Source: an optimization exercise on an open RTL-to-GDS flow (aim: small area and a short achievable clock period). Production flows keep margins and buffers that such runs may drop. Only simulation tests tie the RTL to the original design; equivalence was not proved.

## try-xenon
## DF_Fir_Tree
module DF_Fir_Tree (clk, clk_enable, reset, filter_in, filter_out);
  input clk;
  input clk_enable;
  input reset;
  input signed [15:0] filter_in;
  output signed [32:0] filter_out;
  reg signed [15:0] d0, d1, d2, d3, d4, d5, d6, d7;
  reg signed [16:0] pa, pb;
  reg signed [32:0] output_register;
  reg [32:0] Rs, Rc;
  wire signed [16:0] pa_n = d0 + d4;
  wire signed [16:0] pb_n = d1 + d3;
  wire t_1 = d0[2] ^ pa[10];
  wire t_2 = d0[2] | pa[10];
  wire t_3 = d0[8] ^ pa[8];
  wire t_4 = d0[8] | pa[8];
  wire t_5, t_6;
  fir_fa ut_5 (.a(d0[9]), .b(pa[9]), .c(pa[7]), .s(t_5), .co(t_6));
  wire t_7, t_8;
  fir_fa ut_7 (.a(d0[3]), .b(pa[11]), .c(pb[8]), .s(t_7), .co(t_8));
  wire t_9, t_10;
  fir_fa ut_9 (.a(d0[10]), .b(pa[10]), .c(pa[8]), .s(t_9), .co(t_10));
  wire t_11, t_12;
  fir_fa ut_11 (.a(d0[4]), .b(pa[12]), .c(pa[0]), .s(t_11), .co(t_12));
  wire t_13 = pa[5] ^ pa[2];
  wire t_14 = pa[5] | pa[2];
  wire t_15, t_16;
  fir_fa ut_15 (.a(d0[11]), .b(pa[11]), .c(pa[9]), .s(t_15), .co(t_16));
  wire t_17, t_18;
  fir_fa ut_17 (.a(d0[5]), .b(pa[13]), .c(pa[1]), .s(t_17), .co(t_18));
  wire t_19, t_20;
  fir_fa ut_19 (.a(pa[6]), .b(pa[3]), .c(pb[14]), .s(t_19), .co(t_20));
  wire t_21, t_22;
  fir_fa ut_21 (.a(pb[12]), .b(pb[5]), .c(d3[13]), .s(t_21), .co(t_22));
  wire t_23, t_24;
  fir_fa ut_23 (.a(d0[12]), .b(pa[12]), .c(pa[10]), .s(t_23), .co(t_24));
  wire t_25, t_26;
  ...
Size in the first run: ~1700 cells after synthesis, roughly 260 flip-flops, roughly 22000 um^2 of cells after synthesis.
clock: 13.0 ns
lec_check: 0
cap_margin: 20
core_margin: 2
core_utilization: 65
place_density: 0.75
slew_margin: 60
synth_hierarchical: 1
synth_minimum_keep_size: 0
run.sh (not shown) runs the stock make flow with config.mk's settings and CLKGATE_MAP_FILE= SYNTH_SCRIPT=/design/flow/synth_recipe.tcl, a recipe that flattens the netlist after the stock synthesis.
try-xenon finished every step from synthesis to the final layout, and the layout passed the timing, design-rule and antenna checks.
Relative to try-xenon, the following input files were edited for try-maple:
# try-xenon
export LEC_CHECK = 0
export CAP_MARGIN = 20
export CORE_MARGIN = 2
export CORE_UTILIZATION = 65
export PLACE_DENSITY = 0.75
export SLEW_MARGIN = 60
export SYNTH_HIERARCHICAL = 1
export SYNTH_MINIMUM_KEEP_SIZE = 0
create_clock -name core_clock -period 13.0 [get_ports {clk}]
# try-maple
export LEC_CHECK = 0
export CAP_MARGIN = 20
export CORE_MARGIN = 2
export CORE_UTILIZATION = 40
export PLACE_DENSITY = 0.6
export SLEW_MARGIN = 60
export SYNTH_HIERARCHICAL = 1
export SYNTH_MINIMUM_KEEP_SIZE = 0
create_clock -name core_clock -period 13.0 [get_ports {clk}]
[summary]
Diff try-maple and try-xenon: global routing met1 resource utilization higher in try-xenon. Comparing try-maple and try-xenon, transition time at the pin with the least slew margin is higher on try-maple. Number of buffers outside the clock class in the layout in try-maple vs try-xenon: up 4. As far as register area is concerned, try-xenon and try-maple perform about the same. Fraction of area in clock buffers and inverters essentially unchanged between try-maple and try-xenon. Worst setup slack after layout (lower): try-xenon.
What try-tundra does differently from try-maple at the input level:
# try-maple
export LEC_CHECK = 0
export CAP_MARGIN = 20
export CORE_MARGIN = 2
export CORE_UTILIZATION = 40
export PLACE_DENSITY = 0.6
export SLEW_MARGIN = 60
export SYNTH_HIERARCHICAL = 1
export SYNTH_MINIMUM_KEEP_SIZE = 0
create_clock -name core_clock -period 13.0 [get_ports {clk}]
# try-tundra
export LEC_CHECK = 0
export CAP_MARGIN = 50
export CORE_MARGIN = 2
export CORE_UTILIZATION = 40
export PLACE_DENSITY = 0.6
export SLEW_MARGIN = 80
export SYNTH_HIERARCHICAL = 1
export SYNTH_MINIMUM_KEEP_SIZE = 0
create_clock -name core_clock -period 13.0 [get_ports {clk}]
Findings:
- Fraction of the cycle the final worst path needs is higher on try-maple
- The fraction of area in multi-input gates in try-tundra sits 1.0 points below the value recorded for try-maple.
- try-tundra vs. try-maple: via density per instance now sits higher; non-filler instance count after layout now sits higher.
Edits applied to the flow inputs when going from try-tundra to try-indigo:
# try-tundra
export LEC_CHECK = 0
export CAP_MARGIN = 50
export CORE_MARGIN = 2
export CORE_UTILIZATION = 40
export PLACE_DENSITY = 0.6
export SLEW_MARGIN = 80
export SYNTH_HIERARCHICAL = 1
export SYNTH_MINIMUM_KEEP_SIZE = 0
create_clock -name core_clock -period 13.0 [get_ports {clk}]
# try-indigo
export LEC_CHECK = 0
export CAP_MARGIN = 20
export CORE_MARGIN = 2
export CORE_UTILIZATION = 40
export CTS_BUF_LIST = sky130_fd_sc_hd__clkbuf_4
export PLACE_DENSITY = 0.6
export SLEW_MARGIN = 60
export SYNTH_HIERARCHICAL = 1
export SYNTH_MINIMUM_KEEP_SIZE = 0
create_clock -name core_clock -period 13.0 [get_ports {clk}]
## What came out
Non-clock buffer area fraction after layout: try-indigo vs try-tundra down 1.6 points. Of try-indigo and try-tundra, the run reporting the lower multi-input combinational area share was try-tundra. Compared with try-tundra, try-indigo shows a lower post-route cell area. [try-indigo vs try-tundra] minimum setup slack after placement: lower in try-indigo. Utilization after layout, try-indigo and try-tundra: larger value in try-tundra. Max total wirelength of the detailed-routed design across try-indigo and try-tundra: try-tundra. For the register-to-register path setup slack, try-indigo came in 0.19 ns lower than try-tundra did.

## what the ideal ports hide
How much do the figures lean on ideal ports? The routed layouts below were timed once more, with nothing changed but the port constraints. Step 1, drivers: a clkbuf_16 drives clk and a buf_2 each remaining input, both assumed. Step 2 adds t to the input delays and takes it off the output delays; t is the mean of the earliest and latest rising clock arrival at the registers after step 1. Input paths then give back, and output paths get back, about the clock's delay inside the block. Three values: ideal ports, drivers, drivers and shift; two values: the first two.
run | shift t [ns] | setup slack, ns | worst setup path at the end | clock arrival spread, ns | cell pins on the clock port's net
try-xenon | 0.622 | 8.468 / 8.468 / 8.468 | register to register | 0.027 / 0.026 | 1
try-maple | 0.633 | 8.500 / 8.500 / 8.331 | input to register | 0.022 / 0.022 | 1
try-tundra | 0.639 | 8.549 / 8.549 / 8.338 | input to register | 0.013 / 0.013 | 1
try-indigo | 0.851 | 8.363 / 8.363 / 8.330 | input to register | 0.051 / 0.051 | 1
After both steps every run listed still meets setup and hold. For try-tundra, which loses most, drivers alone change the setup slack by 0.000 ns; drivers and shift together by -0.211 ns.
